From an optimization exercise on the open Yosys and OpenROAD flow, aimed at small area, a short achievable clock period and few clock cycles per item; shortcuts taken in it are not production practice. Where RTL was checked, it was by simulation tests only, not by an equivalence proof against the original. For runs 2 and 3, only the layout was checked, not whether the RTL still works. Power figures rest on the tool's default switching activity, not on a simulated workload.

### config.mk
export PLATFORM = sky130hd
export DESIGN_NAME = MUL
export DESIGN_NICKNAME = MUL
export VERILOG_FILES = /design/flow/design.v
export SDC_FILE = /design/flow/constraint.sdc
export NUM_CORES = 4
export LEC_CHECK = 0
export CAP_MARGIN = 0
export CORE_MARGIN = 2
export CORE_UTILIZATION = 40
export CTS_BUF_LIST = sky130_fd_sc_hd__clkbuf_8
export SETUP_SLACK_MARGIN = 1.4
export SLEW_MARGIN = 0
### constraint.sdc
create_clock -name core_clock -period 4.0 [get_ports {clk}]
set_input_delay 0.8000 -clock core_clock [delete_from_list [all_inputs] [get_ports {clk}]]
set_output_delay 0.8000 -clock core_clock [all_outputs]
set_load 0.01 [all_outputs]
### design.v
module MUL #(
    parameter WIDTH = 32
) (
    input  [ 0:0] clk,
    input  [ 0:0] rst,
    input  [ 0:0] start,
    input  [31:0] a,
    input  [31:0] b,
    output [63:0] res,
    output [ 0:0] finish
);
reg  [5:0] p;
reg  [32:0] s_q, c_q;         
reg  [7:0] ls_q, lc_q;       
reg         n3_q;             
reg  [31:0] l_q;              
reg  [29:0] h_q;              
reg  [3:0] one_q, two_q, neg_q;  
reg         sgn_q;
wire first = p[0];
wire [32:0] sfb = first ? 33'h100000000 : s_q;
wire [32:0] cfb = first ? 33'h0 : c_q;
wire [32:0] am = {1'b0, a[30:0], 1'b0};    
wire [31:0] pp0;
wire [31:0] pp1;
wire [31:0] pp2;
wire [31:0] pp3;
genvar gj;
generate for (gj = 0; gj < 32; gj = gj + 1) begin : g_pp
    assign pp0[gj] = ((one_q[0] & am[gj+1]) | (two_q[0] & am[gj])) ^ neg_q[0];
    assign pp1[gj] = ((one_q[1] & am[gj+1]) | (two_q[1] & am[gj])) ^ neg_q[1];
    assign pp2[gj] = ((one_q[2] & am[gj+1]) | (two_q[2] & am[gj])) ^ neg_q[2];
    assign pp3[gj] = ((one_q[3] & am[gj+1]) | (two_q[3] & am[gj])) ^ neg_q[3];
end endgenerate
wire fs0;
wire fc0;
wire hs0;
wire hc0;
wire hs1;
wire hc1;
wire fs1;
wire fc1;
wire hs2;
wire hc2;
wire fs2;
wire fc2;
wire hs3;
wire hc3;
wire fs3;
wire fc3;
wire fs4;
wire fc4;
wire fs5;
wire fc5;
wire fs6;
wire fc6;
wire fs7;
wire fc7;
wire fs8;
wire fc8;
wire fs9;
wire fc9;
wire fs10;
wire fc10;
wire fs11;
wire fc11;
wire fs12;
wire fc12;
wire fs13;
wire fc13;
wire fs14;
wire fc14;
wire fs15;
wire fc15;
wire fs16;
wire fc16;
wire fs17;
wire fc17;
wire fs18;
wire fc18;
wire fs19;
wire fc19;
wire fs20;
wire fc20;
wire fs21;
wire fc21;
wire fs22;
wire fc22;
wire fs23;
wire fc23;
wire fs24;
wire fc24;
wire fs25;
wire fc25;
wire fs26;
wire fc26;
wire fs27;
wire fc27;
wire fs28;
wire fc28;
wire fs29;
wire fc29;
wire fs30;
wire fc30;
wire fs31;
wire fc31;
wire fs32;
wire fc32;
wire fs33;
wire fc33;
wire fs34;
wire fc34;
wire fs35;
wire fc35;
wire fs36;
wire fc36;
wire fs37;
wire fc37;
wire fs38;
wire fc38;
wire fs39;
wire fc39;
wire fs40;
wire fc40;
wire fs41;
wire fc41;
wire fs42;
wire fc42;
wire fs43;
wire fc43;
wire fs44;
wire fc44;
wire fs45;
wire fc45;
wire fs46;
wire fc46;
wire fs47;
wire fc47;
wire fs48;
wire fc48;
wire fs49;
wire fc49;
wire fs50;
wire fc50;
wire fs51;
wire fc51;
wire fs52;
wire fc52;
wire fs53;
wire fc53;
wire fs54;
wire fc54;
wire fs55;
wire fc55;
wire fs56;
wire fc56;
wire fs57;
wire fc57;
wire hs4;
wire hc4;
wire fs58;
wire fc58;
wire fs59;
wire fc59;
wire fs60;
wire fc60;
wire fs61;
wire fc61;
wire fs62;
wire fc62;
wire fs63;
wire fc63;
wire fs64;
wire fc64;
wire fs65;
wire fc65;
wire fs66;
wire fc66;
wire fs67;
wire fc67;
wire fs68;
wire fc68;
wire fs69;
wire fc69;
wire fs70;
wire fc70;
wire fs71;
wire fc71;
wire fs72;
wire fc72;
wire fs73;
wire fc73;
wire fs74;
wire fc74;
wire fs75;
wire fc75;
wire fs76;
wire fc76;
wire fs77;
wire fc77;
wire fs78;
wire fc78;
wire fs79;
wire fc79;
wire fs80;
wire fc80;
wire fs81;
wire fc81;
wire fs82;
wire fc82;
wire fs83;
wire fc83;
wire fs84;
wire fc84;
wire fs85;
wire fc85;
wire fs86;
wire fc86;
wire fs87;
wire fc87;
wire fs88;
wire fc88;
wire fs89;
wire fc89;
wire fs90;
wire fc90;
wire fs91;
wire fc91;
wire hs5;
wire hc5;
wire hs6;
wire hc6;
wire fs92;
wire fc92;
wire fs93;
wire fc93;
wire fs94;
wire fc94;
wire fs95;
wire fc95;
wire fs96;
wire fc96;
wire fs97;
wire fc97;
wire fs98;
wire fc98;
wire fs99;
wire fc99;
wire fs100;
wire fc100;
wire fs101;
wire fc101;
wire fs102;
wire fc102;
wire fs103;
wire fc103;
wire fs104;
wire fc104;
wire fs105;
wire fc105;
wire fs106;
wire fc106;
wire fs107;
wire fc107;
wire fs108;
wire fc108;
wire fs109;
wire fc109;
wire fs110;
wire fc110;
wire fs111;
wire fc111;
wire fs112;
wire fc112;
wire fs113;
wire fc113;
wire fs114;
wire fc114;
wire fs115;
wire fc115;
wire fs116;
wire fc116;
wire fs117;
wire fc117;
wire fs118;
wire fc118;
wire fs119;
wire fc119;
wire fs120;
wire fc120;
wire fs121;
wire fc121;
wire fs122;
wire fc122;
wire fs123;
wire fc123;
wire fs124;
wire fc124;
wire fs125;
wire fc125;
wire fs126;
wire fc126;
wire fs127;
wire fc127;
wire hs7;
wire hc7;
assign fs0 = neg_q[0] ^ sfb[0] ^ cfb[0];
assign fc0 = (neg_q[0] & sfb[0]) | (neg_q[0] & cfb[0]) | (sfb[0] & cfb[0]);
assign hs0 = neg_q[1] ^ sfb[2];
assign hc0 = neg_q[1] & sfb[2];
assign hs1 = sfb[3] ^ cfb[3];
assign hc1 = sfb[3] & cfb[3];
assign fs1 = neg_q[2] ^ sfb[4] ^ cfb[4];
assign fc1 = (neg_q[2] & sfb[4]) | (neg_q[2] & cfb[4]) | (sfb[4] & cfb[4]);
assign hs2 = pp0[4] ^ pp1[2];
assign hc2 = pp0[4] & pp1[2];
assign fs2 = sfb[5] ^ cfb[5] ^ pp0[5];
assign fc2 = (sfb[5] & cfb[5]) | (sfb[5] & pp0[5]) | (cfb[5] & pp0[5]);
assign hs3 = pp1[3] ^ pp2[1];
assign hc3 = pp1[3] & pp2[1];
assign fs3 = sfb[6] ^ cfb[6] ^ pp0[6];
assign fc3 = (sfb[6] & cfb[6]) | (sfb[6] & pp0[6]) | (cfb[6] & pp0[6]);
assign fs4 = pp1[4] ^ pp2[2] ^ pp3[0];
assign fc4 = (pp1[4] & pp2[2]) | (pp1[4] & pp3[0]) | (pp2[2] & pp3[0]);
assign fs5 = sfb[7] ^ cfb[7] ^ pp0[7];
assign fc5 = (sfb[7] & cfb[7]) | (sfb[7] & pp0[7]) | (cfb[7] & pp0[7]);
assign fs6 = pp1[5] ^ pp2[3] ^ pp3[1];
assign fc6 = (pp1[5] & pp2[3]) | (pp1[5] & pp3[1]) | (pp2[3] & pp3[1]);
assign fs7 = sfb[8] ^ cfb[8] ^ pp0[8];
assign fc7 = (sfb[8] & cfb[8]) | (sfb[8] & pp0[8]) | (cfb[8] & pp0[8]);
assign fs8 = pp1[6] ^ pp2[4] ^ pp3[2];
assign fc8 = (pp1[6] & pp2[4]) | (pp1[6] & pp3[2]) | (pp2[4] & pp3[2]);
assign fs9 = sfb[9] ^ cfb[9] ^ pp0[9];
assign fc9 = (sfb[9] & cfb[9]) | (sfb[9] & pp0[9]) | (cfb[9] & pp0[9]);
assign fs10 = pp1[7] ^ pp2[5] ^ pp3[3];
assign fc10 = (pp1[7] & pp2[5]) | (pp1[7] & pp3[3]) | (pp2[5] & pp3[3]);
assign fs11 = sfb[10] ^ cfb[10] ^ pp0[10];
assign fc11 = (sfb[10] & cfb[10]) | (sfb[10] & pp0[10]) | (cfb[10] & pp0[10]);
assign fs12 = pp1[8] ^ pp2[6] ^ pp3[4];
assign fc12 = (pp1[8] & pp2[6]) | (pp1[8] & pp3[4]) | (pp2[6] & pp3[4]);
assign fs13 = sfb[11] ^ cfb[11] ^ pp0[11];
assign fc13 = (sfb[11] & cfb[11]) | (sfb[11] & pp0[11]) | (cfb[11] & pp0[11]);
assign fs14 = pp1[9] ^ pp2[7] ^ pp3[5];
assign fc14 = (pp1[9] & pp2[7]) | (pp1[9] & pp3[5]) | (pp2[7] & pp3[5]);
assign fs15 = sfb[12] ^ cfb[12] ^ pp0[12];
assign fc15 = (sfb[12] & cfb[12]) | (sfb[12] & pp0[12]) | (cfb[12] & pp0[12]);
assign fs16 = pp1[10] ^ pp2[8] ^ pp3[6];
assign fc16 = (pp1[10] & pp2[8]) | (pp1[10] & pp3[6]) | (pp2[8] & pp3[6]);
assign fs17 = sfb[13] ^ cfb[13] ^ pp0[13];
assign fc17 = (sfb[13] & cfb[13]) | (sfb[13] & pp0[13]) | (cfb[13] & pp0[13]);
assign fs18 = pp1[11] ^ pp2[9] ^ pp3[7];
assign fc18 = (pp1[11] & pp2[9]) | (pp1[11] & pp3[7]) | (pp2[9] & pp3[7]);
assign fs19 = sfb[14] ^ cfb[14] ^ pp0[14];
assign fc19 = (sfb[14] & cfb[14]) | (sfb[14] & pp0[14]) | (cfb[14] & pp0[14]);
assign fs20 = pp1[12] ^ pp2[10] ^ pp3[8];
assign fc20 = (pp1[12] & pp2[10]) | (pp1[12] & pp3[8]) | (pp2[10] & pp3[8]);
assign fs21 = sfb[15] ^ cfb[15] ^ pp0[15];
assign fc21 = (sfb[15] & cfb[15]) | (sfb[15] & pp0[15]) | (cfb[15] & pp0[15]);
assign fs22 = pp1[13] ^ pp2[11] ^ pp3[9];
assign fc22 = (pp1[13] & pp2[11]) | (pp1[13] & pp3[9]) | (pp2[11] & pp3[9]);
assign fs23 = sfb[16] ^ cfb[16] ^ pp0[16];
assign fc23 = (sfb[16] & cfb[16]) | (sfb[16] & pp0[16]) | (cfb[16] & pp0[16]);
assign fs24 = pp1[14] ^ pp2[12] ^ pp3[10];
assign fc24 = (pp1[14] & pp2[12]) | (pp1[14] & pp3[10]) | (pp2[12] & pp3[10]);
assign fs25 = sfb[17] ^ cfb[17] ^ pp0[17];
assign fc25 = (sfb[17] & cfb[17]) | (sfb[17] & pp0[17]) | (cfb[17] & pp0[17]);
assign fs26 = pp1[15] ^ pp2[13] ^ pp3[11];
assign fc26 = (pp1[15] & pp2[13]) | (pp1[15] & pp3[11]) | (pp2[13] & pp3[11]);
assign fs27 = sfb[18] ^ cfb[18] ^ pp0[18];
assign fc27 = (sfb[18] & cfb[18]) | (sfb[18] & pp0[18]) | (cfb[18] & pp0[18]);
assign fs28 = pp1[16] ^ pp2[14] ^ pp3[12];
assign fc28 = (pp1[16] & pp2[14]) | (pp1[16] & pp3[12]) | (pp2[14] & pp3[12]);
assign fs29 = sfb[19] ^ cfb[19] ^ pp0[19];
assign fc29 = (sfb[19] & cfb[19]) | (sfb[19] & pp0[19]) | (cfb[19] & pp0[19]);
assign fs30 = pp1[17] ^ pp2[15] ^ pp3[13];
assign fc30 = (pp1[17] & pp2[15]) | (pp1[17] & pp3[13]) | (pp2[15] & pp3[13]);
assign fs31 = sfb[20] ^ cfb[20] ^ pp0[20];
assign fc31 = (sfb[20] & cfb[20]) | (sfb[20] & pp0[20]) | (cfb[20] & pp0[20]);
assign fs32 = pp1[18] ^ pp2[16] ^ pp3[14];
assign fc32 = (pp1[18] & pp2[16]) | (pp1[18] & pp3[14]) | (pp2[16] & pp3[14]);
assign fs33 = sfb[21] ^ cfb[21] ^ pp0[21];
assign fc33 = (sfb[21] & cfb[21]) | (sfb[21] & pp0[21]) | (cfb[21] & pp0[21]);
assign fs34 = pp1[19] ^ pp2[17] ^ pp3[15];
assign fc34 = (pp1[19] & pp2[17]) | (pp1[19] & pp3[15]) | (pp2[17] & pp3[15]);
assign fs35 = sfb[22] ^ cfb[22] ^ pp0[22];
assign fc35 = (sfb[22] & cfb[22]) | (sfb[22] & pp0[22]) | (cfb[22] & pp0[22]);
assign fs36 = pp1[20] ^ pp2[18] ^ pp3[16];
assign fc36 = (pp1[20] & pp2[18]) | (pp1[20] & pp3[16]) | (pp2[18] & pp3[16]);
assign fs37 = sfb[23] ^ cfb[23] ^ pp0[23];
assign fc37 = (sfb[23] & cfb[23]) | (sfb[23] & pp0[23]) | (cfb[23] & pp0[23]);
assign fs38 = pp1[21] ^ pp2[19] ^ pp3[17];
assign fc38 = (pp1[21] & pp2[19]) | (pp1[21] & pp3[17]) | (pp2[19] & pp3[17]);
assign fs39 = sfb[24] ^ cfb[24] ^ pp0[24];
assign fc39 = (sfb[24] & cfb[24]) | (sfb[24] & pp0[24]) | (cfb[24] & pp0[24]);
assign fs40 = pp1[22] ^ pp2[20] ^ pp3[18];
assign fc40 = (pp1[22] & pp2[20]) | (pp1[22] & pp3[18]) | (pp2[20] & pp3[18]);
assign fs41 = sfb[25] ^ cfb[25] ^ pp0[25];
assign fc41 = (sfb[25] & cfb[25]) | (sfb[25] & pp0[25]) | (cfb[25] & pp0[25]);
assign fs42 = pp1[23] ^ pp2[21] ^ pp3[19];
assign fc42 = (pp1[23] & pp2[21]) | (pp1[23] & pp3[19]) | (pp2[21] & pp3[19]);
assign fs43 = sfb[26] ^ cfb[26] ^ pp0[26];
assign fc43 = (sfb[26] & cfb[26]) | (sfb[26] & pp0[26]) | (cfb[26] & pp0[26]);
assign fs44 = pp1[24] ^ pp2[22] ^ pp3[20];
assign fc44 = (pp1[24] & pp2[22]) | (pp1[24] & pp3[20]) | (pp2[22] & pp3[20]);
assign fs45 = sfb[27] ^ cfb[27] ^ pp0[27];
assign fc45 = (sfb[27] & cfb[27]) | (sfb[27] & pp0[27]) | (cfb[27] & pp0[27]);
assign fs46 = pp1[25] ^ pp2[23] ^ pp3[21];
assign fc46 = (pp1[25] & pp2[23]) | (pp1[25] & pp3[21]) | (pp2[23] & pp3[21]);
assign fs47 = sfb[28] ^ cfb[28] ^ pp0[28];
assign fc47 = (sfb[28] & cfb[28]) | (sfb[28] & pp0[28]) | (cfb[28] & pp0[28]);
assign fs48 = pp1[26] ^ pp2[24] ^ pp3[22];
assign fc48 = (pp1[26] & pp2[24]) | (pp1[26] & pp3[22]) | (pp2[24] & pp3[22]);
assign fs49 = sfb[29] ^ cfb[29] ^ pp0[29];
assign fc49 = (sfb[29] & cfb[29]) | (sfb[29] & pp0[29]) | (cfb[29] & pp0[29]);
assign fs50 = pp1[27] ^ pp2[25] ^ pp3[23];
assign fc50 = (pp1[27] & pp2[25]) | (pp1[27] & pp3[23]) | (pp2[25] & pp3[23]);
assign fs51 = sfb[30] ^ cfb[30] ^ pp0[30];
assign fc51 = (sfb[30] & cfb[30]) | (sfb[30] & pp0[30]) | (cfb[30] & pp0[30]);
assign fs52 = pp1[28] ^ pp2[26] ^ pp3[24];
assign fc52 = (pp1[28] & pp2[26]) | (pp1[28] & pp3[24]) | (pp2[26] & pp3[24]);
assign fs53 = sfb[31] ^ cfb[31] ^ pp0[31];
assign fc53 = (sfb[31] & cfb[31]) | (sfb[31] & pp0[31]) | (cfb[31] & pp0[31]);
assign fs54 = pp1[29] ^ pp2[27] ^ pp3[25];
assign fc54 = (pp1[29] & pp2[27]) | (pp1[29] & pp3[25]) | (pp2[27] & pp3[25]);
assign fs55 = ~neg_q[0] ^ sfb[32] ^ cfb[32];
assign fc55 = (~neg_q[0] & sfb[32]) | (~neg_q[0] & cfb[32]) | (sfb[32] & cfb[32]);
assign fs56 = pp1[30] ^ pp2[28] ^ pp3[26];
assign fc56 = (pp1[30] & pp2[28]) | (pp1[30] & pp3[26]) | (pp2[28] & pp3[26]);
assign fs57 = 1'b1 ^ pp1[31] ^ pp2[29];
assign fc57 = (1'b1 & pp1[31]) | (1'b1 & pp2[29]) | (pp1[31] & pp2[29]);
assign hs4 = pp0[0] ^ lowc[0];
assign hc4 = pp0[0] & lowc[0];
assign fs58 = sfb[1] ^ cfb[1] ^ pp0[1];
assign fc58 = (sfb[1] & cfb[1]) | (sfb[1] & pp0[1]) | (cfb[1] & pp0[1]);
assign fs59 = cfb[2] ^ pp0[2] ^ pp1[0];
assign fc59 = (cfb[2] & pp0[2]) | (cfb[2] & pp1[0]) | (pp0[2] & pp1[0]);
assign fs60 = pp0[3] ^ pp1[1] ^ hc0;
assign fc60 = (pp0[3] & pp1[1]) | (pp0[3] & hc0) | (pp1[1] & hc0);
assign fs61 = pp2[0] ^ hc1 ^ hs2;
assign fc61 = (pp2[0] & hc1) | (pp2[0] & hs2) | (hc1 & hs2);
assign fs62 = hc2 ^ hs3 ^ fc1;
assign fc62 = (hc2 & hs3) | (hc2 & fc1) | (hs3 & fc1);
assign fs63 = hc3 ^ fc2 ^ fs3;
assign fc63 = (hc3 & fc2) | (hc3 & fs3) | (fc2 & fs3);
assign fs64 = fc3 ^ fc4 ^ fs5;
assign fc64 = (fc3 & fc4) | (fc3 & fs5) | (fc4 & fs5);
assign fs65 = fc5 ^ fc6 ^ fs7;
assign fc65 = (fc5 & fc6) | (fc5 & fs7) | (fc6 & fs7);
assign fs66 = fc7 ^ fc8 ^ fs9;
assign fc66 = (fc7 & fc8) | (fc7 & fs9) | (fc8 & fs9);
assign fs67 = fc9 ^ fc10 ^ fs11;
assign fc67 = (fc9 & fc10) | (fc9 & fs11) | (fc10 & fs11);
assign fs68 = fc11 ^ fc12 ^ fs13;
assign fc68 = (fc11 & fc12) | (fc11 & fs13) | (fc12 & fs13);
assign fs69 = fc13 ^ fc14 ^ fs15;
assign fc69 = (fc13 & fc14) | (fc13 & fs15) | (fc14 & fs15);
assign fs70 = fc15 ^ fc16 ^ fs17;
assign fc70 = (fc15 & fc16) | (fc15 & fs17) | (fc16 & fs17);
assign fs71 = fc17 ^ fc18 ^ fs19;
assign fc71 = (fc17 & fc18) | (fc17 & fs19) | (fc18 & fs19);
assign fs72 = fc19 ^ fc20 ^ fs21;
assign fc72 = (fc19 & fc20) | (fc19 & fs21) | (fc20 & fs21);
assign fs73 = fc21 ^ fc22 ^ fs23;
assign fc73 = (fc21 & fc22) | (fc21 & fs23) | (fc22 & fs23);
assign fs74 = fc23 ^ fc24 ^ fs25;
assign fc74 = (fc23 & fc24) | (fc23 & fs25) | (fc24 & fs25);
assign fs75 = fc25 ^ fc26 ^ fs27;
assign fc75 = (fc25 & fc26) | (fc25 & fs27) | (fc26 & fs27);
assign fs76 = fc27 ^ fc28 ^ fs29;
assign fc76 = (fc27 & fc28) | (fc27 & fs29) | (fc28 & fs29);
assign fs77 = fc29 ^ fc30 ^ fs31;
assign fc77 = (fc29 & fc30) | (fc29 & fs31) | (fc30 & fs31);
assign fs78 = fc31 ^ fc32 ^ fs33;
assign fc78 = (fc31 & fc32) | (fc31 & fs33) | (fc32 & fs33);
assign fs79 = fc33 ^ fc34 ^ fs35;
assign fc79 = (fc33 & fc34) | (fc33 & fs35) | (fc34 & fs35);
assign fs80 = fc35 ^ fc36 ^ fs37;
assign fc80 = (fc35 & fc36) | (fc35 & fs37) | (fc36 & fs37);
assign fs81 = fc37 ^ fc38 ^ fs39;
assign fc81 = (fc37 & fc38) | (fc37 & fs39) | (fc38 & fs39);
assign fs82 = fc39 ^ fc40 ^ fs41;
assign fc82 = (fc39 & fc40) | (fc39 & fs41) | (fc40 & fs41);
assign fs83 = fc41 ^ fc42 ^ fs43;
assign fc83 = (fc41 & fc42) | (fc41 & fs43) | (fc42 & fs43);
assign fs84 = fc43 ^ fc44 ^ fs45;
assign fc84 = (fc43 & fc44) | (fc43 & fs45) | (fc44 & fs45);
assign fs85 = fc45 ^ fc46 ^ fs47;
assign fc85 = (fc45 & fc46) | (fc45 & fs47) | (fc46 & fs47);
assign fs86 = fc47 ^ fc48 ^ fs49;
assign fc86 = (fc47 & fc48) | (fc47 & fs49) | (fc48 & fs49);
assign fs87 = fc49 ^ fc50 ^ fs51;
assign fc87 = (fc49 & fc50) | (fc49 & fs51) | (fc50 & fs51);
assign fs88 = fc51 ^ fc52 ^ fs53;
assign fc88 = (fc51 & fc52) | (fc51 & fs53) | (fc52 & fs53);
assign fs89 = fc53 ^ fc54 ^ fs55;
assign fc89 = (fc53 & fc54) | (fc53 & fs55) | (fc54 & fs55);
assign fs90 = pp3[27] ^ fc55 ^ fc56;
assign fc90 = (pp3[27] & fc55) | (pp3[27] & fc56) | (fc55 & fc56);
assign fs91 = ~neg_q[1] ^ pp2[30] ^ pp3[28];
assign fc91 = (~neg_q[1] & pp2[30]) | (~neg_q[1] & pp3[28]) | (pp2[30] & pp3[28]);
assign hs5 = 1'b1 ^ pp2[31];
assign hc5 = 1'b1 & pp2[31];
assign hs6 = lowc[1] ^ fs0;
assign hc6 = lowc[1] & fs0;
assign fs92 = fc0 ^ fs58 ^ hc4;
assign fc92 = (fc0 & fs58) | (fc0 & hc4) | (fs58 & hc4);
assign fs93 = hs0 ^ fc58 ^ fs59;
assign fc93 = (hs0 & fc58) | (hs0 & fs59) | (fc58 & fs59);
assign fs94 = hs1 ^ fc59 ^ fs60;
assign fc94 = (hs1 & fc59) | (hs1 & fs60) | (fc59 & fs60);
assign fs95 = fs1 ^ fc60 ^ fs61;
assign fc95 = (fs1 & fc60) | (fs1 & fs61) | (fc60 & fs61);
assign fs96 = fs2 ^ fc61 ^ fs62;
assign fc96 = (fs2 & fc61) | (fs2 & fs62) | (fc61 & fs62);
assign fs97 = fs4 ^ fc62 ^ fs63;
assign fc97 = (fs4 & fc62) | (fs4 & fs63) | (fc62 & fs63);
assign fs98 = fs6 ^ fc63 ^ fs64;
assign fc98 = (fs6 & fc63) | (fs6 & fs64) | (fc63 & fs64);
assign fs99 = fs8 ^ fc64 ^ fs65;
assign fc99 = (fs8 & fc64) | (fs8 & fs65) | (fc64 & fs65);
assign fs100 = fs10 ^ fc65 ^ fs66;
assign fc100 = (fs10 & fc65) | (fs10 & fs66) | (fc65 & fs66);
assign fs101 = fs12 ^ fc66 ^ fs67;
assign fc101 = (fs12 & fc66) | (fs12 & fs67) | (fc66 & fs67);
assign fs102 = fs14 ^ fc67 ^ fs68;
assign fc102 = (fs14 & fc67) | (fs14 & fs68) | (fc67 & fs68);
assign fs103 = fs16 ^ fc68 ^ fs69;
assign fc103 = (fs16 & fc68) | (fs16 & fs69) | (fc68 & fs69);
assign fs104 = fs18 ^ fc69 ^ fs70;
assign fc104 = (fs18 & fc69) | (fs18 & fs70) | (fc69 & fs70);
assign fs105 = fs20 ^ fc70 ^ fs71;
assign fc105 = (fs20 & fc70) | (fs20 & fs71) | (fc70 & fs71);
assign fs106 = fs22 ^ fc71 ^ fs72;
assign fc106 = (fs22 & fc71) | (fs22 & fs72) | (fc71 & fs72);
assign fs107 = fs24 ^ fc72 ^ fs73;
assign fc107 = (fs24 & fc72) | (fs24 & fs73) | (fc72 & fs73);
assign fs108 = fs26 ^ fc73 ^ fs74;
assign fc108 = (fs26 & fc73) | (fs26 & fs74) | (fc73 & fs74);
assign fs109 = fs28 ^ fc74 ^ fs75;
assign fc109 = (fs28 & fc74) | (fs28 & fs75) | (fc74 & fs75);
assign fs110 = fs30 ^ fc75 ^ fs76;
assign fc110 = (fs30 & fc75) | (fs30 & fs76) | (fc75 & fs76);
assign fs111 = fs32 ^ fc76 ^ fs77;
assign fc111 = (fs32 & fc76) | (fs32 & fs77) | (fc76 & fs77);
assign fs112 = fs34 ^ fc77 ^ fs78;
assign fc112 = (fs34 & fc77) | (fs34 & fs78) | (fc77 & fs78);
assign fs113 = fs36 ^ fc78 ^ fs79;
assign fc113 = (fs36 & fc78) | (fs36 & fs79) | (fc78 & fs79);
assign fs114 = fs38 ^ fc79 ^ fs80;
assign fc114 = (fs38 & fc79) | (fs38 & fs80) | (fc79 & fs80);
assign fs115 = fs40 ^ fc80 ^ fs81;
assign fc115 = (fs40 & fc80) | (fs40 & fs81) | (fc80 & fs81);
assign fs116 = fs42 ^ fc81 ^ fs82;
assign fc116 = (fs42 & fc81) | (fs42 & fs82) | (fc81 & fs82);
assign fs117 = fs44 ^ fc82 ^ fs83;
assign fc117 = (fs44 & fc82) | (fs44 & fs83) | (fc82 & fs83);
assign fs118 = fs46 ^ fc83 ^ fs84;
assign fc118 = (fs46 & fc83) | (fs46 & fs84) | (fc83 & fs84);
assign fs119 = fs48 ^ fc84 ^ fs85;
assign fc119 = (fs48 & fc84) | (fs48 & fs85) | (fc84 & fs85);
assign fs120 = fs50 ^ fc85 ^ fs86;
assign fc120 = (fs50 & fc85) | (fs50 & fs86) | (fc85 & fs86);
assign fs121 = fs52 ^ fc86 ^ fs87;
assign fc121 = (fs52 & fc86) | (fs52 & fs87) | (fc86 & fs87);
assign fs122 = fs54 ^ fc87 ^ fs88;
assign fc122 = (fs54 & fc87) | (fs54 & fs88) | (fc87 & fs88);
assign fs123 = fs56 ^ fs89 ^ fc88;
assign fc123 = (fs56 & fs89) | (fs56 & fc88) | (fs89 & fc88);
assign fs124 = fs57 ^ fc89 ^ fs90;
assign fc124 = (fs57 & fc89) | (fs57 & fs90) | (fc89 & fs90);
assign fs125 = fc57 ^ fs91 ^ fc90;
assign fc125 = (fc57 & fs91) | (fc57 & fc90) | (fs91 & fc90);
assign fs126 = pp3[29] ^ hs5 ^ fc91;
assign fc126 = (pp3[29] & hs5) | (pp3[29] & fc91) | (hs5 & fc91);
assign fs127 = ~neg_q[2] ^ pp3[30] ^ hc5;
assign fc127 = (~neg_q[2] & pp3[30]) | (~neg_q[2] & hc5) | (pp3[30] & hc5);
assign hs7 = 1'b1 ^ pp3[31];
assign hc7 = 1'b1 & pp3[31];
wire [32:0] s_t = {1'b0, 1'b1, hc7, fc127, fc126, fc125, fc124, fc123, fc122, fc121, fc120, fc119, fc118, fc117, fc116, fc115, fc114, fc113, fc112, fc111, fc110, fc109, fc108, fc107, fc106, fc105, fc104, fc103, fc102, fc101, fc100, fc99, fc98};
wire [32:0] c_t = {1'b0, 1'b0, ~neg_q[3], hs7, fs127, fs126, fs125, fs124, fs123, fs122, fs121, fs120, fs119, fs118, fs117, fs116, fs115, fs114, fs113, fs112, fs111, fs110, fs109, fs108, fs107, fs106, fs105, fs104, fs103, fs102, fs101, fs100, fs99};
wire [7:0] ls_t = {fc97, fc96, fc95, fc94, fc93, fc92, hc6, hs6};
wire [7:0] lc_t = {fs98, fs97, fs96, fs95, fs94, fs93, fs92, hs4};
wire [8:0] u = {1'b0, ls_q} + {1'b0, lc_q};
wire [7:0] low = {u[7] ^ (u[6] & n3_q), u[6] ^ n3_q, u[5:0]};
wire [1:0] lowc = {u[7] & u[6] & n3_q, u[8]} & {2{~first}};
wire [37:0] fin = {s_q[29:0], ls_q} + {c_q[29:0], lc_q};
wire [32:0] bm = {1'b0, b[30:0], 1'b0};    
wire [8:0] w0 = bm[8:0];
wire [8:0] w1 = bm[16:8];
wire [8:0] w2 = bm[24:16];
wire [8:0] w3 = bm[32:24];
wire [8:0] wn = ({9{~|p[2:0]}} & w0) |
                  ({9{p[0]}} & w1) |
                  ({9{p[1]}} & w2) |
                  ({9{p[2]}} & w3);
wire [3:0] one_n, two_n, neg_n;
generate for (gj = 0; gj < 4; gj = gj + 1) begin : g_enc
    assign one_n[gj] = wn[2*gj+1] ^ wn[2*gj];
    assign two_n[gj] = (wn[2*gj+2] & ~wn[2*gj+1] & ~wn[2*gj]) | (~wn[2*gj+2] & wn[2*gj+1] & wn[2*gj]);
    assign neg_n[gj] = wn[2*gj+2];
end endgenerate
always @(posedge clk) begin
    if (rst)
        p <= 6'b0;
    else
        p <= {p[4:0], start};
    one_q <= one_n;
    two_q <= two_n;
    neg_q <= neg_n;
    s_q   <= s_t;
    c_q   <= c_t;
    ls_q  <= ls_t;
    lc_q  <= lc_t;
    n3_q  <= neg_q[3];
    l_q   <= {low[7:0], l_q[31:8]};
    h_q   <= fin[37:8];
    sgn_q <= a[31] ^ b[31];
end
assign finish = p[5];
assign res = {sgn_q, 1'b0, h_q, l_q};
endmodule
### run.sh
#!/bin/bash
# synth_recipe.tcl (not shown) runs the flow's synth.tcl, then flattens the netlist and writes it again
# the make line also repeats each setting of config.mk as NAME=value (left out here)
make -C /OpenROAD-flow-scripts/flow DESIGN_CONFIG=/design/flow/config.mk WORK_HOME=/design/flow/orfs CLKGATE_MAP_FILE= SYNTH_SCRIPT=/design/flow/synth_recipe.tcl finish
==> results of run 1 <==
-- state kept, by name, summed over array words and instances, names as in the netlist, 4 cells and up --
| register | count |
|---|---|
| lc_q | 8 |
| one_q | 4 |
| ls_q | 8 |
| l_q | 32 |
| neg_q | 4 |
| s_q | 31 |
| two_q | 4 |
| h_q | 30 |
| c_q | 31 |
| p | 6 |
-- per-layer routing --
metal  track usage  vias to the layer above
met5             0                        -
met4        0.0669                        2
li1              -                     4028
met2         0.369                      223
met1         0.258                     4182
met3        0.0325                       40
-- final cells by class --
type	count	area (um2)	area share
clock buffer	17	234	0.0167
clock inverter	15	185	0.0132
inverter	109	429	0.0306
multi-input combinational	789	7800	0.556
sequential	160	3230	0.230
tap	378	473	0.0337
timing repair buffer	170	1680	0.120
timing repair inverter	1	8.76	0.000624
-- layout by cell type, fill, tap and decap left out, types with 34 or more instances in the layout --
master                            Yosys  routed
sky130_fd_sc_hd__dfxtp_1            160     152
sky130_fd_sc_hd__xnor2_1            145     132
sky130_fd_sc_hd__inv_1              108     107
sky130_fd_sc_hd__nand2_1            106     106
sky130_fd_sc_hd__fa_1               125     100
sky130_fd_sc_hd__clkdlybuf4s50_1      0      99
sky130_fd_sc_hd__a22oi_1            120      71
sky130_fd_sc_hd__a22oi_2              0      49
sky130_fd_sc_hd__ha_1                47      43
sky130_fd_sc_hd__a21oi_1             38      34
-- where the power goes --
group / total [mW] / internal, mW / switching (mW)
logic: 9.47 / 4.33 / 5.14
clock network: 1.26 / 0.486 / 0.776
registers: 3.02 / 2.58 / 0.434
total: 13.8 / 7.40 / 6.35
-- worst max-delay path by stage --
stage,startpoint,endpoint,depth (start not counted)
after floorplan,a[30],c_q[22]$_DFF_P_,7
after global placement,a[28],c_q[21]$_DFF_P_,7
after CTS,a[27],c_q[22]$_DFF_P_,8
final,a[5],c_q[2]$_DFF_P_,8
after global routing,ls_q[0]$_DFF_P_,lc_q[1]$_DFF_P_,10
after detailed placement,a[8],c_q[1]$_DFF_P_,7
-- critical path, cell delays in order --
cell	delay, ns
sky130_fd_sc_hd__clkdlybuf4s15_2	0.30
sky130_fd_sc_hd__a22oi_2	0.23
sky130_fd_sc_hd__xnor2_1	0.11
sky130_fd_sc_hd__fa_1	0.44
sky130_fd_sc_hd__inv_1	0.10
sky130_fd_sc_hd__fa_1	0.41
sky130_fd_sc_hd__inv_1	0.08
sky130_fd_sc_hd__fa_2	0.43
-- stage by stage --
stage / std cells / utilization / cell area [um2] / hold slack [ns] / setup WS, ns
3_5_place_dp: 1586 / 0.468 / 13000 / 0.335 / 0.477
4_1_cts: 1620 / 0.489 / 13600 / 0.350 / 1.39
3_3_place_gp: 1586 / 0.468 / 13000 / 0.332 / 0.498
6_report: 1639 / 0.504 / 14000 / 0.345 / 1.43
2_1_floorplan: 1153 / - / 12000 / 0.329 / 1.21
5_1_grt: 1639 / 0.504 / 14000 / 0.362 / 1.35
-- repair_timing --
action | in CTS | in global routing
gates resized for setup | 115 | 104
cloned | 0 | 4
pin swaps | 4 | 22
endpoints found under the hold margin | 0 | 0
buffers inserted | 2 | 15
endpoints found under the setup margin | 70 | 42
-- cells by family after synthesis --
logic type	count (synthesis)	synth area share
adders and majority gates	172	0.273
DFF	160	0.283
AOI/OAI and AO/OA	259	0.164
muxes	1	0.000994
xor gates and xnor gates	170	0.131
and+or+nand+nor	186	0.0751
buffers and inverters	204	0.0721
other	1	0.000331
==> notes.md, run 1 <==
# TYPE chip_impl_metric gauge
chip_impl_info{name="run_status",value="finished clean"} 1
chip_impl_metric{name="final_hold_viol_count",unit=""} 0
chip_impl_metric{name="cts-root-to-sink-buffers",unit=""} 2
chip_impl_metric{name="buffer_ports.inserted",unit=""} 130
chip_impl_metric{name="io_pins",unit=""} 132
chip_impl_metric{name="drtPass1Iterations",unit=""} 5
chip_impl_metric{name="met2WireLength",unit="mm"} 15.5
chip_impl_metric{name="dieWidth",unit="um"} 172
chip_impl_metric{name="final_weighted_congestion_in_routability_driven_placement",unit=""} 0.850
chip_impl_metric{name="first_pass_grt_wire_length",unit="mm"} 47.5
chip_impl_metric{name="finalNetCount",unit=""} 1487
chip_impl_metric{name="power.static_leakage",unit="nW"} 5.80
chip_impl_metric{name="worst_skew_pair.late_latency",unit="ns"} 0.48
chip_impl_metric{name="power_per_cell_area",unit="nW/um2"} 980
chip_impl_metric{name="floorplan.die.height",unit="um"} 172
chip_impl_metric{name="grt_pass1_vias",unit=""} 8701
chip_impl_info{name="hold_path_class",value="reg -> reg"} 1
chip_impl_metric{name="r2r_cells",unit=""} 9
chip_impl_metric{name="die_area",unit="um2"} 29700
chip_impl_metric{name="cp_data_arrival_time",unit="ns"} 2.91
chip_impl_metric{name="initial_antenna_violation_count",unit=""} 1
chip_impl_metric{name="antenna_violating_nets_post_route",unit=""} 0
chip_impl_info{name="rsz0062_at_grt",value="true"} 1
chip_impl_metric{name="syn_area",unit="um2"} 11300
chip_impl_metric{name="tightest_slew",unit="ns"} 0.589
chip_impl_metric{name="routed-via-count",unit=""} 8475
chip_impl_metric{name="synth_nets",unit=""} 1392
chip_impl_info{name="synth_top_cell_by_area",value="sky130_fd_sc_hd__dfxtp_1"} 1
chip_impl_info{name="rr_endpoint",value="h_q[27]$_DFF_P_"} 1
chip_impl_metric{name="wl_met3",unit="mm"} 1.34
chip_impl_metric{name="timing.hold.worst_path_depth",unit=""} 0
chip_impl_info{name="yosys-top-cells-area",value="sky130_fd_sc_hd__dfxtp_1, sky130_fd_sc_hd__fa_1, sky130_fd_sc_hd__xnor2_1"} 1
chip_impl_metric{name="post_route_cells_drive_above_1_share",unit=""} 0.184
chip_impl_metric{name="fin_worst_skew",unit="ns"} 0.0273
chip_impl_info{name="cts_tree",value="built"} 1
chip_impl_info{name="r2r-start",value="ls_q[1]$_DFF_P_"} 1
chip_impl_metric{name="max_slew_margin",unit=""} 0.606
chip_impl_metric{name="post-dp-hpwl",unit="mm"} 22.4
chip_impl_metric{name="cts-htree-levels",unit=""} 4
chip_impl_metric{name="rows",unit=""} 61
chip_impl_metric{name="synth.ff_latch_count",unit=""} 160
chip_impl_metric{name="fill_cells",unit=""} 2606
chip_impl_metric{name="register_to_register_setup_slack",unit="ns"} 1.45
chip_impl_info{name="synthFlopType",value="sky130_fd_sc_hd__dfxtp_1"} 1
chip_impl_metric{name="finalSetupTns",unit="ns"} 0
chip_impl_metric{name="power.ir.vdd_worst",unit="V"} 0.000511
chip_impl_metric{name="maxClockFrequency",unit="GHz"} 0.389
chip_impl_metric{name="route.detailed.vias_per_inst",unit=""} 5.17
chip_impl_metric{name="detailed_route_drc_error_count",unit=""} 0
chip_impl_info{name="root_buffer",value="sky130_fd_sc_hd__clkbuf_8"} 1
chip_impl_metric{name="cts.sinks",unit=""} 160
chip_impl_metric{name="synth_largest_type_area_fraction",unit=""} 0.283
chip_impl_metric{name="report.final.slew_viol_count",unit=""} 0
chip_impl_info{name="synth_common_cells",value="sky130_fd_sc_hd__dfxtp_1, sky130_fd_sc_hd__xnor2_1, sky130_fd_sc_hd__fa_1, sky130_fd_sc_hd__a22oi_1, sky130_fd_sc_hd__inv_1"} 1
chip_impl_metric{name="grt_start_max_net_pins",unit=""} 48
chip_impl_metric{name="synth.yosys.warnings",unit=""} 1
chip_impl_metric{name="area_growth",unit="%"} 23.9
chip_impl_metric{name="synth_sequential_area_ratio",unit=""} 0.283
chip_impl_metric{name="synth-edff-count",unit=""} 0
chip_impl_info{name="hold_path_end",value="l_q[16]$_DFF_P_"} 1
chip_impl_info{name="critical_path.endpoint_type",value="flip-flop"} 1
chip_impl_metric{name="final.period_utilization",unit=""} 0.642
chip_impl_info{name="critical_path.startpoint_type",value="input pin"} 1
chip_impl_metric{name="async_reset_ff_frac",unit=""} 0
chip_impl_info{name="highest-signal-layer",value="met5"} 1
chip_impl_metric{name="start_util",unit=""} 0.407
chip_impl_metric{name="grtUsageTotal",unit=""} 0.208
chip_impl_metric{name="worst-endpoint-required",unit="ns"} 4.34
chip_impl_metric{name="drt-initial-drc-count",unit=""} 539
chip_impl_metric{name="clk_pin_slew",unit="ns"} 0.12
chip_impl_metric{name="grt.overflow.total",unit=""} 0
chip_impl_metric{name="fin_total_pwr",unit="mW"} 13.8
chip_impl_metric{name="setup_viol_count_final",unit=""} 0
chip_impl_info{name="worst_hold_startpoint",value="l_q[24]$_DFF_P_"} 1
chip_impl_metric{name="drv.max_cap_violation_count",unit=""} 0
chip_impl_metric{name="finalWorstPathRequiredPeriod",unit="ns"} 2.57
chip_impl_metric{name="synthDistinctLibCells",unit=""} 63
chip_impl_info{name="critPathKind",value="in -> reg"} 1
chip_impl_metric{name="met1_length",unit="mm"} 12.7
chip_impl_metric{name="timing.critical_path.fanout_max",unit=""} 8
chip_impl_info{name="synthMostInstantiatedCell",value="sky130_fd_sc_hd__dfxtp_1"} 1
chip_impl_metric{name="synth_area_per_cell",unit="um2"} 9.83
chip_impl_metric{name="syn-instance-count",unit=""} 1153
chip_impl_metric{name="placeableCoreArea",unit="um2"} 27900
chip_impl_metric{name="hold_buffers",unit=""} 0
chip_impl_metric{name="antenna-diode-count",unit=""} 0
chip_impl_metric{name="postRouteWirelength",unit="mm"} 30.3
chip_impl_metric{name="cts_made_buffers",unit=""} 17
chip_impl_metric{name="route.detailed.wl_per_inst",unit="um"} 18.5
Testbench counts, summed over its fixed seeds: cycles 5,376, items 768.
==> run 2: changes to the inputs <==
--- a/design.v
+++ b/design.v
@@ -585,3 +585,140 @@
 wire [1:0] lowc = {u[7] & u[6] & n3_q, u[8]} & {2{~first}};
-wire [37:0] fin = {s_q[29:0], ls_q} + {c_q[29:0], lc_q};
+wire [37:0] fa_x = {s_q[29:0], ls_q}, fa_y = {c_q[29:0], lc_q};
+wire [37:0] fg0 = fa_x & fa_y, fp0 = fa_x ^ fa_y;
+wire bg0 = fg0[1] | (fp0[1] & fg0[0]);
+wire bp0 = fp0[1] & fp0[0];
+wire bg1 = fg0[3] | (fp0[3] & fg0[2]);
+wire bp1 = fp0[3] & fp0[2];
+wire bg2 = fg0[5] | (fp0[5] & fg0[4]);
+wire bp2 = fp0[5] & fp0[4];
+wire bg3 = fg0[7] | (fp0[7] & fg0[6]);
+wire bp3 = fp0[7] & fp0[6];
+wire bg4 = fg0[9] | (fp0[9] & fg0[8]);
+wire bp4 = fp0[9] & fp0[8];
+wire bg5 = fg0[11] | (fp0[11] & fg0[10]);
+wire bp5 = fp0[11] & fp0[10];
+wire bg6 = fg0[13] | (fp0[13] & fg0[12]);
+wire bp6 = fp0[13] & fp0[12];
+wire bg7 = fg0[15] | (fp0[15] & fg0[14]);
+wire bp7 = fp0[15] & fp0[14];
+wire bg8 = fg0[17] | (fp0[17] & fg0[16]);
+wire bp8 = fp0[17] & fp0[16];
+wire bg9 = fg0[19] | (fp0[19] & fg0[18]);
+wire bp9 = fp0[19] & fp0[18];
+wire bg10 = fg0[21] | (fp0[21] & fg0[20]);
+wire bp10 = fp0[21] & fp0[20];
+wire bg11 = fg0[23] | (fp0[23] & fg0[22]);
+wire bp11 = fp0[23] & fp0[22];
+wire bg12 = fg0[25] | (fp0[25] & fg0[24]);
+wire bp12 = fp0[25] & fp0[24];
+wire bg13 = fg0[27] | (fp0[27] & fg0[26]);
+wire bp13 = fp0[27] & fp0[26];
+wire bg14 = fg0[29] | (fp0[29] & fg0[28]);
+wire bp14 = fp0[29] & fp0[28];
+wire bg15 = fg0[31] | (fp0[31] & fg0[30]);
+wire bp15 = fp0[31] & fp0[30];
+wire bg16 = fg0[33] | (fp0[33] & fg0[32]);
+wire bp16 = fp0[33] & fp0[32];
+wire bg17 = fg0[35] | (fp0[35] & fg0[34]);
+wire bp17 = fp0[35] & fp0[34];
+wire bg18 = fg0[37] | (fp0[37] & fg0[36]);
+wire bp18 = fp0[37] & fp0[36];
+wire bg19 = bg1 | (bp1 & bg0);
+wire bp19 = bp1 & bp0;
+wire bg20 = bg3 | (bp3 & bg2);
+wire bp20 = bp3 & bp2;
+wire bg21 = bg5 | (bp5 & bg4);
+wire bp21 = bp5 & bp4;
+wire bg22 = bg7 | (bp7 & bg6);
+wire bp22 = bp7 & bp6;
+wire bg23 = bg9 | (bp9 & bg8);
+wire bp23 = bp9 & bp8;
+wire bg24 = bg11 | (bp11 & bg10);
+wire bp24 = bp11 & bp10;
+wire bg25 = bg13 | (bp13 & bg12);
+wire bp25 = bp13 & bp12;
+wire bg26 = bg15 | (bp15 & bg14);
+wire bp26 = bp15 & bp14;
+wire bg27 = bg17 | (bp17 & bg16);
+wire bp27 = bp17 & bp16;
+wire bg28 = bg20 | (bp20 & bg19);
+wire bp28 = bp20 & bp19;
+wire bg29 = bg22 | (bp22 & bg21);
+wire bp29 = bp22 & bp21;
+wire bg30 = bg24 | (bp24 & bg23);
+wire bp30 = bp24 & bp23;
+wire bg31 = bg26 | (bp26 & bg25);
+wire bp31 = bp26 & bp25;
+wire bg32 = bg29 | (bp29 & bg28);
+wire bp32 = bp29 & bp28;
+wire bg33 = bg31 | (bp31 & bg30);
+wire bp33 = bp31 & bp30;
+wire bg34 = bg33 | (bp33 & bg32);
+wire bp34 = bp33 & bp32;
+wire bg35 = bg30 | (bp30 & bg32);
+wire bp35 = bp30 & bp32;
+wire bg36 = bg21 | (bp21 & bg28);
+wire bp36 = bp21 & bp28;
+wire bg37 = bg23 | (bp23 & bg32);
+wire bp37 = bp23 & bp32;
+wire bg38 = bg25 | (bp25 & bg35);
+wire bp38 = bp25 & bp35;
+wire bg39 = bg27 | (bp27 & bg34);
+wire bp39 = bp27 & bp34;
+wire bg40 = bg2 | (bp2 & bg19);
+wire bp40 = bp2 & bp19;
+wire bg41 = bg4 | (bp4 & bg28);
+wire bp41 = bp4 & bp28;
+wire bg42 = bg6 | (bp6 & bg36);
+wire bp42 = bp6 & bp36;
+wire bg43 = bg8 | (bp8 & bg32);
+wire bp43 = bp8 & bp32;
+wire bg44 = bg10 | (bp10 & bg37);
+wire bp44 = bp10 & bp37;
+wire bg45 = bg12 | (bp12 & bg35);
+wire bp45 = bp12 & bp35;
+wire bg46 = bg14 | (bp14 & bg38);
+wire bp46 = bp14 & bp38;
+wire bg47 = bg16 | (bp16 & bg34);
+wire bp47 = bp16 & bp34;
+wire bg48 = bg18 | (bp18 & bg39);
+wire bp48 = bp18 & bp39;
+wire bg49 = fg0[2] | (fp0[2] & bg0);
+wire bp49 = fp0[2] & bp0;
+wire bg50 = fg0[4] | (fp0[4] & bg19);
+wire bp50 = fp0[4] & bp19;
+wire bg51 = fg0[6] | (fp0[6] & bg40);
+wire bp51 = fp0[6] & bp40;
+wire bg52 = fg0[8] | (fp0[8] & bg28);
+wire bp52 = fp0[8] & bp28;
+wire bg53 = fg0[10] | (fp0[10] & bg41);
+wire bp53 = fp0[10] & bp41;
+wire bg54 = fg0[12] | (fp0[12] & bg36);
+wire bp54 = fp0[12] & bp36;
+wire bg55 = fg0[14] | (fp0[14] & bg42);
+wire bp55 = fp0[14] & bp42;
+wire bg56 = fg0[16] | (fp0[16] & bg32);
+wire bp56 = fp0[16] & bp32;
+wire bg57 = fg0[18] | (fp0[18] & bg43);
+wire bp57 = fp0[18] & bp43;
+wire bg58 = fg0[20] | (fp0[20] & bg37);
+wire bp58 = fp0[20] & bp37;
+wire bg59 = fg0[22] | (fp0[22] & bg44);
+wire bp59 = fp0[22] & bp44;
+wire bg60 = fg0[24] | (fp0[24] & bg35);
+wire bp60 = fp0[24] & bp35;
+wire bg61 = fg0[26] | (fp0[26] & bg45);
+wire bp61 = fp0[26] & bp45;
+wire bg62 = fg0[28] | (fp0[28] & bg38);
+wire bp62 = fp0[28] & bp38;
+wire bg63 = fg0[30] | (fp0[30] & bg46);
+wire bp63 = fp0[30] & bp46;
+wire bg64 = fg0[32] | (fp0[32] & bg34);
+wire bp64 = fp0[32] & bp34;
+wire bg65 = fg0[34] | (fp0[34] & bg47);
+wire bp65 = fp0[34] & bp47;
+wire bg66 = fg0[36] | (fp0[36] & bg39);
+wire bp66 = fp0[36] & bp39;
+wire [37:0] fcg = {bg48, bg66, bg39, bg65, bg47, bg64, bg34, bg63, bg46, bg62, bg38, bg61, bg45, bg60, bg35, bg59, bg44, bg58, bg37, bg57, bg43, bg56, bg32, bg55, bg42, bg54, bg36, bg53, bg41, bg52, bg28, bg51, bg40, bg50, bg19, bg49, bg0, fg0[0]};
+wire [37:0] fin = fp0 ^ {fcg[36:0], 1'b0};
 wire [32:0] bm = {1'b0, b[30:0], 1'b0};    
--- a/config.mk
+++ b/config.mk
@@ -7,7 +7,6 @@
 export LEC_CHECK = 0
-export CAP_MARGIN = 0
+export CAP_MARGIN = 20
 export CORE_MARGIN = 2
 export CORE_UTILIZATION = 40
-export CTS_BUF_LIST = sky130_fd_sc_hd__clkbuf_8
-export SETUP_SLACK_MARGIN = 1.4
-export SLEW_MARGIN = 0
+export SETUP_SLACK_MARGIN = 1.2
+export SLEW_MARGIN = 20
==> notes.md, run 2 <==
# TYPE chip_impl_metric gauge
chip_impl_info{name="largest-register",value="l_q"} 1
chip_impl_metric{name="cts-htree-levels",unit=""} 4
chip_impl_metric{name="io_pins",unit=""} 132
chip_impl_info{name="critical_path.endpoint_type",value="flip-flop"} 1
chip_impl_metric{name="antenna_violating_nets_post_route",unit=""} 0
chip_impl_metric{name="cp_data_arrival_time",unit="ns"} 3.18
chip_impl_info{name="cts_tree",value="built"} 1
chip_impl_metric{name="detailed_route_drc_error_count",unit=""} 0
chip_impl_metric{name="postRouteWirelength",unit="mm"} 27.3
chip_impl_metric{name="grt_start_max_net_pins",unit=""} 39
chip_impl_metric{name="synth-edff-count",unit=""} 0
chip_impl_metric{name="worst_skew_pair.late_latency",unit="ns"} 0.45
chip_impl_metric{name="power_per_cell_area",unit="nW/um2"} 952
chip_impl_metric{name="largest_register_ff_count",unit=""} 32
chip_impl_metric{name="synth.ff_latch_count",unit=""} 160
chip_impl_metric{name="async_reset_ff_frac",unit=""} 0
chip_impl_metric{name="timing.critical_path.fanout_max",unit=""} 3
chip_impl_info{name="synth_common_cells",value="sky130_fd_sc_hd__dfxtp_1, sky130_fd_sc_hd__fa_1, sky130_fd_sc_hd__xnor2_1, sky130_fd_sc_hd__a22oi_1, sky130_fd_sc_hd__inv_1"} 1
chip_impl_metric{name="synth_nets",unit=""} 1286
chip_impl_metric{name="finalNetCount",unit=""} 1383
chip_impl_metric{name="post-dp-hpwl",unit="mm"} 20.1
chip_impl_metric{name="final.period_utilization",unit=""} 0.715
chip_impl_info{name="rsz0062_at_grt",value="true"} 1
chip_impl_metric{name="rows",unit=""} 60
chip_impl_info{name="root_buffer",value="sky130_fd_sc_hd__clkbuf_16"} 1
chip_impl_metric{name="grt_pass1_vias",unit=""} 8110
chip_impl_metric{name="cts-root-to-sink-buffers",unit=""} 2
chip_impl_info{name="synth_top_cell_by_area",value="sky130_fd_sc_hd__dfxtp_1"} 1
chip_impl_metric{name="max_slew_margin",unit=""} 0.635
chip_impl_info{name="hold_path_class",value="reg -> reg"} 1
chip_impl_metric{name="initial_antenna_violation_count",unit=""} 4
chip_impl_info{name="critical_path.startpoint_type",value="flip-flop"} 1
chip_impl_metric{name="power.static_leakage",unit="nW"} 5.64
chip_impl_metric{name="power.ir.vdd_worst",unit="V"} 0.000376
chip_impl_info{name="critPathKind",value="reg -> reg"} 1
chip_impl_metric{name="synth_area_per_cell",unit="um2"} 10.4
chip_impl_metric{name="die_area",unit="um2"} 28200
chip_impl_info{name="final_cell_mix",value="sky130_fd_sc_hd__dfxtp_1, sky130_fd_sc_hd__xnor2_1, sky130_fd_sc_hd__fa_1"} 1
chip_impl_metric{name="preCtsSetupSlack",unit="ns"} 0.414
chip_impl_metric{name="clk_pin_slew",unit="ns"} 0.08
chip_impl_metric{name="first_pass_grt_wire_length",unit="mm"} 44.3
chip_impl_metric{name="worst-endpoint-required",unit="ns"} 4.32
chip_impl_metric{name="route.detailed.wl_per_inst",unit="um"} 18.4
chip_impl_info{name="final_common_cell",value="sky130_fd_sc_hd__dfxtp_1"} 1
chip_impl_info{name="synthMostInstantiatedCell",value="sky130_fd_sc_hd__dfxtp_1"} 1
chip_impl_metric{name="finalSetupTns",unit="ns"} 0
chip_impl_metric{name="dieWidth",unit="um"} 168
chip_impl_metric{name="synth.yosys.warnings",unit=""} 1
chip_impl_metric{name="finalWorstPathRequiredPeriod",unit="ns"} 2.86
chip_impl_metric{name="syn_area",unit="um2"} 10800
chip_impl_metric{name="synth_sequential_area_ratio",unit=""} 0.298
chip_impl_metric{name="fill_cells",unit=""} 2391
chip_impl_metric{name="synthDistinctLibCells",unit=""} 46
chip_impl_metric{name="synth_largest_type_area_fraction",unit=""} 0.298
chip_impl_metric{name="drt-initial-drc-count",unit=""} 495
chip_impl_metric{name="cts_made_buffers",unit=""} 17
chip_impl_info{name="run_status",value="finished clean"} 1
chip_impl_metric{name="layout.area.seq",unit="um2"} 3230
chip_impl_metric{name="final_hold_viol_count",unit=""} 0
chip_impl_metric{name="buffer_ports.inserted",unit=""} 130
chip_impl_metric{name="grtUsageTotal",unit=""} 0.203
chip_impl_metric{name="start_util",unit=""} 0.403
chip_impl_metric{name="final_weighted_congestion_in_routability_driven_placement",unit=""} 0.845
chip_impl_info{name="yosys-top-cells-area",value="sky130_fd_sc_hd__dfxtp_1, sky130_fd_sc_hd__fa_1, sky130_fd_sc_hd__xnor2_1"} 1
chip_impl_metric{name="hold_buffers",unit=""} 0
chip_impl_metric{name="setup_viol_count_final",unit=""} 0
chip_impl_metric{name="maxClockFrequency",unit="GHz"} 0.350
chip_impl_metric{name="post_route_cells_drive_above_1_share",unit=""} 0.132
chip_impl_info{name="synthFlopType",value="sky130_fd_sc_hd__dfxtp_1"} 1
chip_impl_metric{name="cts.sinks",unit=""} 160
chip_impl_metric{name="floorplan.die.height",unit="um"} 168
chip_impl_metric{name="drv.max_cap_violation_count",unit=""} 0
chip_impl_metric{name="placeableCoreArea",unit="um2"} 26700
chip_impl_metric{name="grt.overflow.total",unit=""} 0
chip_impl_metric{name="area_growth",unit="%"} 24.4
chip_impl_metric{name="route.detailed.vias_per_inst",unit=""} 5.12
chip_impl_info{name="biggestRegsByFlops",value="l_q: 32 flops, c_q: 31 flops, s_q: 31 flops"} 1
chip_impl_metric{name="postLayoutSetupSlackWorst",unit="ns"} 1.14
chip_impl_metric{name="fin_worst_skew",unit="ns"} 0.0160
chip_impl_metric{name="report.final.slew_viol_count",unit=""} 0
chip_impl_metric{name="tightest_slew",unit="ns"} 0.547
chip_impl_metric{name="syn-instance-count",unit=""} 1033
chip_impl_metric{name="multi_input_area",unit="um2"} 7060
chip_impl_metric{name="routed-via-count",unit=""} 7608
chip_impl_metric{name="drtPass1Iterations",unit=""} 5
## run 2: cell count changes in the layout (fill, tap and decap cells not counted), sizes merged, moves of 11 or more
cell,delta
a21oi,-27
o21ai,-11
inv,+12
fa,+15
nand3,-12
nand2,-18
buf,-22
nor2,-16
## run 2: worst paths after layout
kind / end / cells past startpoint / slack (ns) / start
min reg2reg: l_q[23]$_DFF_P_ / 0 / 0.34 / l_q[31]$_DFF_P_
max reg2reg: h_q[28]$_DFF_P_ / 9 / 1.14 / c_q[8]$_DFF_P_
max: h_q[28]$_DFF_P_ / 9 / 1.14 / c_q[8]$_DFF_P_
min: l_q[23]$_DFF_P_ / 0 / 0.34 / l_q[31]$_DFF_P_
## run 2: cell type report
type,count,area share
diodes,1,0.000187
clock inverters,15,0.0164
flip-flops and latches,160,0.242
inverters,121,0.0347
repair buffers,162,0.115
well taps,341,0.0319
multi-input cells,668,0.528
clock buffers,17,0.0318
## run 2: cells by family (layout without fill, tap and decap cells)
logic type	after synthesis	after routing	share of synthesized area
and+or+nand+nor	128	128	0.0528
AOI/OAI and AO/OA	196	196	0.132
muxes	1	1	0.000931
buffers and inverters	205	315	0.0746
other	1	2	0.000349
xor gates and xnor gates	156	156	0.127
adders and majority gates	186	186	0.314
DFF	160	160	0.298
## run 2: routing by layer
layer,share of wire,global-route usage,vias up,routed length (um)
li1,-,-,3528,-
met2,0.46,0.326,252,12600
met4,0.029,0.0779,4,785
met5,0.00095,0,-,26
met1,0.44,0.266,3767,12100
met3,0.062,0.0475,57,1700
## run 2: repair_timing
item                                    CTS  global route
setup buffers                             9             6
resized for setup                        73            55
pin swaps                                17             7
endpoints found under the setup margin   70            51
## run 2: through the flow
step	hold slack, ns	cells	util	cell area (um2)	power, mW
floorplan	0.329	1033	-	11100	8.03
global placement	0.331	1437	0.467	12400	10.3
detailed placement	0.334	1437	0.467	12400	10.6
CTS	0.346	1478	0.499	13300	12.7
global route	0.350	1484	0.502	13400	14.1
finish	0.344	1485	0.502	13400	12.7
## run 2: where the power goes
group | internal, mW | switching [mW] | leakage [nW]
combinational | 3.73 | 4.09 | 3.99
sequential | 2.61 | 0.547 | 1.35
clock | 0.879 | 0.880 | 0.308
total | 7.22 | 5.52 | 5.64
## run 2: critical path: stages, from the launching register on
cell,delay (ns)
sky130_fd_sc_hd__dfxtp_2,0.35
sky130_fd_sc_hd__ha_1,0.28
sky130_fd_sc_hd__nand2_1,0.09
sky130_fd_sc_hd__or3_4,0.41
sky130_fd_sc_hd__or3b_1,0.41
sky130_fd_sc_hd__o211a_4,0.18
sky130_fd_sc_hd__o211a_4,0.25
sky130_fd_sc_hd__a21oi_4,0.15
sky130_fd_sc_hd__a31o_1,0.18
sky130_fd_sc_hd__fa_2,0.43
==> run 3: changes to the inputs <==
--- a/config.mk
+++ b/config.mk
@@ -10,3 +10,4 @@
 export CORE_UTILIZATION = 40
-export SETUP_SLACK_MARGIN = 1.2
+export CTS_BUF_LIST = sky130_fd_sc_hd__clkbuf_8
+export SETUP_SLACK_MARGIN = 1.4
 export SLEW_MARGIN = 20
==> notes.md, run 3 <==
# TYPE chip_impl_metric gauge
chip_impl_info{name="worst_path_most_repeated_cell",value="sky130_fd_sc_hd__o211a_1"} 1
chip_impl_metric{name="finalSetupTns",unit="ns"} 0
chip_impl_metric{name="routed-via-count",unit=""} 7731
chip_impl_info{name="critical_path.startpoint_type",value="flip-flop"} 1
chip_impl_metric{name="placeableCoreArea",unit="um2"} 26700
chip_impl_metric{name="floorplan.die.height",unit="um"} 168
chip_impl_info{name="rr_endpoint",value="h_q[28]$_DFF_P_"} 1
chip_impl_metric{name="layout.area.seq",unit="um2"} 3240
chip_impl_metric{name="register_to_register_setup_slack",unit="ns"} 1.12
chip_impl_metric{name="hold_ws",unit="ns"} 0.347
chip_impl_info{name="largest-register",value="l_q"} 1
chip_impl_metric{name="initial_antenna_violation_count",unit=""} 3
chip_impl_metric{name="fin_worst_skew",unit="ns"} 0.0188
chip_impl_metric{name="final_weighted_congestion_in_routability_driven_placement",unit=""} 0.801
chip_impl_metric{name="max_slew_margin",unit=""} 0.621
chip_impl_info{name="critical_path.endpoint_type",value="flip-flop"} 1
chip_impl_metric{name="syn-instance-count",unit=""} 1033
chip_impl_info{name="worst_hold_startpoint",value="l_q[22]$_DFF_P_"} 1
chip_impl_info{name="root_buffer",value="sky130_fd_sc_hd__clkbuf_8"} 1
chip_impl_metric{name="buffer_ports.inserted",unit=""} 130
chip_impl_metric{name="worst_skew_pair.late_latency",unit="ns"} 0.48
chip_impl_metric{name="synth_area_per_cell",unit="um2"} 10.4
chip_impl_metric{name="first_pass_grt_wire_length",unit="mm"} 43.8
chip_impl_metric{name="power_per_cell_area",unit="nW/um2"} 929
chip_impl_metric{name="worst-endpoint-required",unit="ns"} 4.37
chip_impl_metric{name="largest_register_ff_count",unit=""} 32
chip_impl_metric{name="total_switching_power",unit="mW"} 5.61
chip_impl_info{name="final_cell_mix",value="sky130_fd_sc_hd__dfxtp_1, sky130_fd_sc_hd__xnor2_1, sky130_fd_sc_hd__fa_1"} 1
chip_impl_metric{name="syn_area",unit="um2"} 10800
chip_impl_metric{name="post-dp-hpwl",unit="mm"} 19.6
chip_impl_metric{name="drtPass1Iterations",unit=""} 5
chip_impl_info{name="run_status",value="finished clean"} 1
chip_impl_metric{name="grt_start_max_net_pins",unit=""} 39
chip_impl_info{name="synthFlopType",value="sky130_fd_sc_hd__dfxtp_1"} 1
chip_impl_metric{name="switching_share",unit=""} 0.440
chip_impl_metric{name="grtUsageTotal",unit=""} 0.200
chip_impl_metric{name="route.detailed.wl_per_inst",unit="um"} 18.3
chip_impl_info{name="synthMostInstantiatedCell",value="sky130_fd_sc_hd__dfxtp_1"} 1
chip_impl_metric{name="cts.sinks",unit=""} 160
chip_impl_metric{name="max_stage_delay",unit="ns"} 0.43
chip_impl_info{name="crit_path_cell_chain",value="ha_4 -> nand4_1 -> or3_4 -> or3b_1 -> o211a_1 -> o211a_1 -> a21oi_2 -> a31o_1 -> fa_2"} 1
chip_impl_metric{name="timing.hold.worst_path_depth",unit=""} 0
chip_impl_info{name="synth_common_cells",value="sky130_fd_sc_hd__dfxtp_1, sky130_fd_sc_hd__fa_1, sky130_fd_sc_hd__xnor2_1, sky130_fd_sc_hd__a22oi_1, sky130_fd_sc_hd__inv_1"} 1
chip_impl_metric{name="io_pins",unit=""} 132
chip_impl_metric{name="tightest_slew",unit="ns"} 0.568
chip_impl_metric{name="pwr-share-clk",unit=""} 0.104
chip_impl_metric{name="multi_input_area",unit="um2"} 7340
chip_impl_metric{name="postRouteWirelength",unit="mm"} 27.5
chip_impl_info{name="r2r-start",value="c_q[13]$_DFF_P_"} 1
==> run 3: cell types whose count changed in the layout (fill, tap and decap cells not counted), moves of 10 or more <==
| cell | delta |
|---|---|
| sky130_fd_sc_hd__xnor2_1 | -19 |
| sky130_fd_sc_hd__dlygate4sd2_1 | -10 |
| sky130_fd_sc_hd__a22oi_2 | +14 |
| sky130_fd_sc_hd__a22oi_1 | -14 |
| sky130_fd_sc_hd__fa_1 | -17 |
| sky130_fd_sc_hd__clkbuf_16 | -14 |
| sky130_fd_sc_hd__xnor2_2 | +19 |
| sky130_fd_sc_hd__fa_2 | +17 |
| sky130_fd_sc_hd__buf_2 | +13 |
| sky130_fd_sc_hd__clkbuf_8 | +17 |
==> run 3: metal layers <==
layer	vias up	part of all wire	track usage
met2	242	0.49	0.334
met4	4	0.016	0.0552
met1	3873	0.44	0.265
li1	3574	-	-
met3	38	0.057	0.0390
met5	-	0.0012	0
==> run 3: logic make-up after synthesis <==
logic type / share of synthesized area
other: 0.000349
multiplexers: 0.000931
XOR/XNOR: 0.127
AND/OR/NAND/NOR: 0.0528
AO/OA/AOI/OAI: 0.132
buffers and inverters: 0.0746
flip-flops: 0.298
adder cells (fa/ha/maj): 0.314
==> run 3: final cells by class <==
cell class / count / area share
diodes: 1 / 0.000183
clock buffers: 17 / 0.0171
clock inverters: 15 / 0.0160
inverters: 121 / 0.0344
multi-input cells: 668 / 0.536
flip-flops and latches: 160 / 0.237
well taps: 341 / 0.0311
repair buffers: 178 / 0.129
==> run 3: stage by stage <==
step	area (um2)	std cells	worst slack, ns
floorplan	11400	1033	1.21
global placement	12500	1438	0.464
detailed placement	12500	1438	0.452
CTS	13400	1485	1.14
global route	13700	1500	1.02
finish	13700	1501	1.12
==> run 3: worst max path at each step <==
stage	endpoint	cells after the start	startpoint
final	h_q[28]$_DFF_P_	9	c_q[13]$_DFF_P_
after global routing	h_q[15]$_DFF_P_	11	lc_q[0]$_DFF_P_
after CTS	h_q[29]$_DFF_P_	11	lc_q[0]$_DFF_P_
after detailed placement	c_q[20]$_DFF_P_	7	a[27]
after global placement	c_q[5]$_DFF_P_	7	a[12]
after floorplan	c_q[10]$_DFF_P_	7	a[17]
==> run 3: power by group through the flow <==
stage	Combinational, mW	Clock [mW]	Sequential, mW
after detailed placement	7.57	0	3.10
after floorplan	5.02	0	3.11
after global placement	7.40	0	3.10
after CTS	8.02	1.38	3.13
after global routing	9.54	1.44	3.21
final	8.28	1.33	3.12
==> run 3: timing repair <==
action | in CTS | in global routing
buffers inserted | 14 | 12
pin swaps | 13 | 87
setup endpoints to repair | 80 | 67
gates resized for setup | 135 | 101
gates cloned | 1 | 3
